From an optimization exercise on the open Yosys and OpenROAD flow, aimed at small area and a short achievable clock period; shortcuts taken in it are not production practice. Function not checked in this run: the RTL went through the layout flow alone. No activity file was given, so power comes from the tool's default toggle rates.

==> design.v <==
module ao222n (input  logic s0, d0, s1, d1, s2, d2,
               output logic y);
    assign y = ~((s0 & d0) | (s1 & d1) | (s2 & d2));
endmodule
module processor_arm #(parameter N = 64)
                      (input  logic CLOCK_50, reset,
                       input  logic ExtIRQ,
                       output logic [N-1:0] IM_addr,
                       input  logic [31:0] IM_readData,
                       output logic [N-1:0] DM_writeData, DM_addr,
                       input  logic [N-1:0] DM_readData,
                       output logic DM_writeEnable, DM_readEnable,
                       output logic ExtIAck);
    logic [31:0] instr;
    logic [10:0] op;
    assign instr = IM_readData;
    assign op    = instr[31:21];
    logic isR, isLD, isST, isCBZ, isBR, isERET, isMRS, valid;
    assign isR    = (op == 11'b100_0101_1000) | (op == 11'b110_0101_1000) |
                    (op == 11'b100_0101_0000) | (op == 11'b101_0101_0000);
    assign isLD   = op == 11'b111_1100_0010;
    assign isST   = op == 11'b111_1100_0000;
    assign isCBZ  = op[10:3] == 8'b1011_0100;
    assign isERET = op == 11'b110_1011_0100;
    assign isMRS  = op == 11'b110_1010_1001;
    assign isBR   = op == 11'b110_1011_0000;
    assign valid  = isR | isLD | isST | isCBZ | isERET | isMRS | isBR;
    logic regWrite;
    assign regWrite       = (isR | isLD | isMRS) & ~reset;
    assign DM_writeEnable = isST & ~reset;
    assign DM_readEnable  = isLD & ~reset;
    logic [N-1:0] PC, ERR, ELR;
    logic [3:0]   ESR;
    assign IM_addr = PC;
    logic [N*31-1:0] regs;
    logic [N-1:0]    rd1, rd2, wd;
    logic [4:0]      ra1, ra2, wa;
    assign ra1 = instr[9:5];
    assign ra2 = instr[25] ? instr[20:16] : instr[4:0];
    assign wa  = instr[4:0];
    genvar i, b;
    for (i = 0; i < 31; i++) begin : g_reg
        always_ff @(posedge CLOCK_50)
            if (regWrite && wa == i) regs[i*N +: N] <= wd;
    end
    logic [30:0] sel1, sel2;
    for (i = 0; i < 31; i++) begin : g_sel
        assign sel1[i] = ra1 == i;
        assign sel2[i] = ra2 == i;
    end
    for (b = 0; b < N; b++) begin : g_bit
        logic [10:0] n1, n2;
        for (i = 0; i < 10; i++) begin : g_grp
            ao222n c1 (.s0(sel1[3*i]),   .d0(regs[(3*i)*N + b]),
                       .s1(sel1[3*i+1]), .d1(regs[(3*i+1)*N + b]),
                       .s2(sel1[3*i+2]), .d2(regs[(3*i+2)*N + b]), .y(n1[i]));
            ao222n c2 (.s0(sel2[3*i]),   .d0(regs[(3*i)*N + b]),
                       .s1(sel2[3*i+1]), .d1(regs[(3*i+1)*N + b]),
                       .s2(sel2[3*i+2]), .d2(regs[(3*i+2)*N + b]), .y(n2[i]));
        end
        assign n1[10] = ~(sel1[30] & regs[30*N + b]);
        assign n2[10] = ~(sel2[30] & regs[30*N + b]);
        assign rd1[b] = ~&n1;
        assign rd2[b] = ~&n2;
    end
    logic [9:0]   addrLo;
    logic [N-10:0] hiA, hiZ;    
    logic         up, dn;
    assign addrLo = {1'b0, rd1[8:0]} + {1'b0, instr[20:12]};
    assign up     = addrLo[9] & ~instr[20];
    assign dn     = ~addrLo[9] & instr[20];
    always_comb begin
        hiA[0] = 1'b1;
        hiZ[0] = 1'b1;
        for (int k = 1; k <= N-10; k++) begin
            hiA[k] = hiA[k-1] & rd1[9+k-1];
            hiZ[k] = hiZ[k-1] & ~rd1[9+k-1];
        end
    end
    assign DM_addr      = {rd1[N-1:9] ^ ((hiA & {(N-9){up}}) | (hiZ & {(N-9){dn}})), addrLo[8:0]};
    assign DM_writeData = rd2;
    logic [N:0]   sum;
    logic [N-1:0] aluRes, excData;
    assign sum = {rd1, 1'b1} + {rd2 ^ {N{instr[30]}}, instr[30]};
    always_comb
        if (instr[24])      aluRes = sum[N:1];
        else if (instr[29]) aluRes = rd1 | rd2;
        else                aluRes = rd1 & rd2;
    always_comb
        case (instr[13:12])
            2'b00:   excData = ERR;
            2'b01:   excData = ELR;
            2'b10:   excData = {{(N-4){1'b0}}, ESR};
            default: excData = '0;
        endcase
    assign wd = ~instr[28] ? aluRes : (instr[26] ? excData : DM_readData);
    logic         zero, cbzTaken, regTaken, atVec, irq, eproc;
    logic [N-3:0] incr;
    logic [N-1:0] seqPC, nextPC;
    assign zero     = ~(|rd2);
    assign cbzTaken = isCBZ & zero;
    assign regTaken = (isBR | isERET) & zero;
    assign incr     = cbzTaken ? {{(N-21){instr[23]}}, instr[23:5]} : {{(N-3){1'b0}}, 1'b1};
    assign seqPC    = {PC[N-1:2] + incr, PC[1:0]};
    assign nextPC   = regTaken ? (instr[23] ? ERR : rd1) : seqPC;
    assign atVec   = PC == 64'hD8;
    assign irq     = ExtIRQ & ~atVec;
    assign eproc   = (irq | ~valid) & ~reset;
    assign ExtIAck = ExtIRQ & atVec;
    always_ff @(posedge CLOCK_50, posedge reset)
        if (reset)      PC <= '0;
        else if (eproc) PC <= 64'hD8;
        else            PC <= nextPC;
    always_ff @(posedge CLOCK_50, posedge reset)
        if (reset) begin
            ERR <= '0;
            ELR <= '0;
            ESR <= '0;
        end else if (eproc) begin
            ERR <= nextPC;
            ELR <= PC;
            ESR <= irq ? 4'd1 : 4'd2;
        end
endmodule
==> flow/run.sh <==
#!/bin/bash
set -euo pipefail
bash standard.sh synth > synth.log 2>&1
bash standard.sh SETUP_SLACK_MARGIN=6 finish > layout.log 2>&1
==> standard.sh <==
#!/bin/bash
# synth_recipe.tcl (not shown) runs the flow's synth.tcl, then flattens the netlist and writes it again
# the make line also repeats each setting of config.mk as NAME=value (left out here)
make -C /OpenROAD-flow-scripts/flow DESIGN_CONFIG=/design/flow/config.mk WORK_HOME=/design/flow/orfs CLKGATE_MAP_FILE= SYNTH_SCRIPT=/design/flow/synth_recipe.tcl "${@:-finish}"
==> config.mk <==
export PLATFORM = sky130hd
export DESIGN_NAME = processor_arm
export DESIGN_NICKNAME = processor_arm
export VERILOG_FILES = /design/flow/design.v
export SDC_FILE = /design/flow/constraint.sdc
export NUM_CORES = 4
export LEC_CHECK = 0
export CAP_MARGIN = 20
export CORE_MARGIN = 2
export CORE_UTILIZATION = 40
export SLEW_MARGIN = 20
export SYNTH_HIERARCHICAL = 1
==> constraint.sdc <==
create_clock -name core_clock -period 17.0 [get_ports {CLOCK_50}]
set_input_delay 3.4000 -clock core_clock [delete_from_list [all_inputs] [get_ports {CLOCK_50}]]
set_output_delay 3.4000 -clock core_clock [all_outputs]
set_load 0.01 [all_outputs]
==> impl_metrics.tcl <==
set metrics [dict create \
    hpwl_um 316000 \
    antenna_found_initial 49 \
    fin_nets 7959 \
    period_needed_ns 13.21 \
    grt.total_usage_pct 37.0 \
    hold_viol 0 \
    synth_xor_area_share_pct 2.06 \
    min_period_over_period_pct 77.7 \
    fp-row-count 181 \
    clockBufferDepth 3 \
    worst_pin_slew_ns 1.28 \
    r2r_cells 17 \
    hold_depth 2 \
    syn_to_final_growth_pct 22.6 \
    crit_type "in -> out" \
    place.gp.congestion 1.06 \
    syn_area_um2 98200 \
    synth_ff_type "edfxtp_1" \
    rrSetupSlack_ns 9.61 \
    worstPathRequired_ns 13.60 \
    synth-adder-area-share_pct 2.33 \
    yosys.area.top_type_share_pct 60.7 \
    syn_area_per_cell_um2 14.4 \
    io_buffers 293 \
    relSlewSlack_pct 14.7 \
    hp-class "reg -> reg" \
    postCtsHoldBufs 0 \
    p_per_area_nw_per_um2 116 \
    drc 0 \
    crit_arrival_ns 9.81 \
    final.setup.tns_ns 0 \
    ys_seq_elements 2178 \
    routedWlPerCell_um 43.5 \
    routed-via-count 84400 \
    async_flop_share_pct 8.91 \
    rsz0062_at_grt "true" \
    synth.top_cells.by_count "1,984 x edfxtp_1, 1,280 x a222oi_1, 561 x nand2_1, 363 x nor2_1, 300 x nand4_1" \
    root_buffer "clkbuf_16" \
    ys.warnings.count 7 \
    chipHeight_um 499 \
    synth.distinct_cells 82 \
    setup-violations-final 0 \
    synth_top_family_by_area "compound AO/OA/AOI/OAI gates" \
    drive_gt1_share_pct 18.3 \
    routed_wl_um 485000 \
    grt_pass1_vias 78000 \
    gr-total-overflow 0 \
    synth_nets 7055 \
    fp.dieArea_um2 249000 \
    p_total_mw 13.9 \
    synth_edf_count 1984 \
    final_antenna_net_count 0 \
    clock_sinks 2178 \
    worstSkewPairLatency_ns 0.93 \
    postPlaceCellArea_um2 108000 \
    cts_tree "yes" \
    status "no timing/DRC/antenna violations" \
    htreeDepth 4 \
    grt_pass1_wl_um 644000 \
    vias_per_cell 7.57 \
    path_clk_slew_ns 0.07 \
    start_util_pct 40.3 \
    netlist_instances 6819 \
    synth.largest_area_cell "edfxtp_1" \
    power.leakage_nw 41.9 \
    clock_skew_ns 0.103 \
    synth_simple_gate_area_share_pct 8.19 \
    max_freq_mhz 75.7 \
    synthMuxAreaShare_pct 1.48 \
    start_kind "input pin" \
    firstDrtPassIters 22 \
    initialDrtViolationCount 22100 \
    cap_viol_max_count 0 \
    ys_top_cells_by_area "edfxtp_1 61%, a222oi_1 13%, dfrtp_1 4.9%, nand2_1 2.1%, nand4_1 1.9%" \
    ios 294 \
    numCtsBuffers 225 \
    core_um2 244000 \
    synth_compound_area_share_pct 19.3 \
    irDropWorstVdd_mv 0.117 \
    seq_area_frac_synth_pct 65.6 \
    grt_max_degree 126 \
    synth.most_common_cell "edfxtp_1" \
    maxSlewViolCount 0 \
    end_kind "output pin" \
    path_max_fanout 10 \
    post-route-cell-area_um2 120000 \
    die_x_um 499 \
]
## modules after synthesis, one instance, submodules excluded
module	cell area, um2	copies in the design
ao222n	10.0	1280
processor_arm	85300	1
## flip-flops by register name, summed over array words and instances, names as in the netlist
name / cells
regs: 1984
ELR: 64
ERR: 64
PC: 64
ESR: 2
## placed cells by master (no fill, tap or decap), types with 124 or more instances in the layout
master	n
clkdlybuf4s50_1	216
a21oi_1	225
nor2_1	256
nand2_1	534
edfxtp_1	1984
clkbuf_16	236
nand4_1	300
dfrtp_1	194
ha_1	124
a222oi_1	1280
buf_4	431
## routing by layer
metal,vias to the layer above,routed length (um),track usage [%]
met5,-,1090,0.772
met3,1909,81400,14.6
li1,32300,-,-
met1,41700,161000,45.8
met4,48,40500,23.9
met2,8394,201000,53.7
## layout make-up
class	instances	area, um2
Multi-Input combinational cell	4410	35700
Fill cell	20700	123000
Clock buffer	269	5870
Antenna cell	27	67.6
Tap cell	3202	4010
Timing Repair Buffer	861	8410
Sequential cell	2178	64400
Clock inverter	157	1660
Inverter	47	190
## metrics by stage
stage / hold WS (ns) / setup slack [ns] / utilization (%) / std cells
after global routing: 0.496 / 3.82 / 49.4 / 11100
final: 0.477 / 3.79 / 49.4 / 11200
after floorplan: 0.446 / 4.63 / - / 6819
after detailed placement: 0.463 / 1.18 / 44.5 / 10500
after global placement: 0.458 / 1.16 / 44.5 / 10500
after CTS: 0.480 / 4.07 / 48.6 / 11000
## what timing repair did
action	4_1_cts	5_1_grt
pin swaps	131	121
gates cloned	14	10
resized for setup	571	195
endpoints found under the hold margin	0	0
buffers inserted	127	76
setup endpoints to repair	978	651
## power by group
group | internal (mW) | switching [mW] | total (mW)
logic | 0.769 | 1.91 | 2.68
registers | 6.14 | 0.00783 | 6.15
clock network | 2.84 | 2.24 | 5.08
## worst max-delay path, cell delays in order
cell      delay [ns]
buf_12          0.12
or2_4           0.22
buf_8           0.18
nor2_4          0.06
buf_4           0.21
a222oi_1        0.92
nand4_1         0.32
a2111o_2        0.63
ha_4            0.32
inv_1           0.04
o21bai_1        0.17
a21o_1          0.25
ha_2            0.22
a21boi_4        0.19
nand4_1         0.15
buf_6           0.22
nor4b_4         0.23
buf_4           0.17
nand3_4         0.06
buf_12          0.21
nor4_4          0.18
nand4b_1        0.28
nor4b_4         0.35
buf_4           0.17
nand3_2         0.07
nand2_2         0.13
xor2_2          0.13
buf_2           0.15
## worst paths after layout
| path | from | endpoint |
|---|---|---|
| min | ELR[16]$_DFFE_PP0P_ | ELR[16]$_DFFE_PP0P_ |
| min in group asynchronous | reset | ERR[32]$_DFFE_PP0P_ |
| max reg2reg | regs[23]$_DFFE_PP_ | regs[447]$_DFFE_PP_ |
| min reg2reg | ELR[16]$_DFFE_PP0P_ | ELR[16]$_DFFE_PP0P_ |
| max in group asynchronous | reset | ELR[61]$_DFFE_PP0P_ |
| max | IM_readData[5] | DM_addr[63] |
## logic make-up after synthesis
kind of cell / count (synthesis)
simple gates: 1657
buf+inv: 237
compound gates: 2183
mux: 140
fa+ha+maj: 193
xor+xnor: 231
flops: 2178

==> separate check: timing with driven ports <==
How much do the figures lean on ideal ports? The routed layout below was timed once more, with nothing changed but the port constraints. Step 1 assumes that a clkbuf_16 drives the clock port and a buf_2 every other input. Step 2 also shifts input and output timing later by t, the mid clock arrival at the registers, as if the neighbouring blocks saw the same clock. a / b / c = ideal ports / drivers / drivers and shift; a / b = the first two.
t, ns: 0.986
setup WS [ns]: 3.786 / 3.712 / 3.712
hold WS [ns]: 0.477 / 0.477 / 0.477
pins driven straight from the clock port: 1
After both steps setup and hold are still met in this run. For this run, drivers alone change the setup slack by -0.074 ns; drivers and shift together by -0.074 ns.
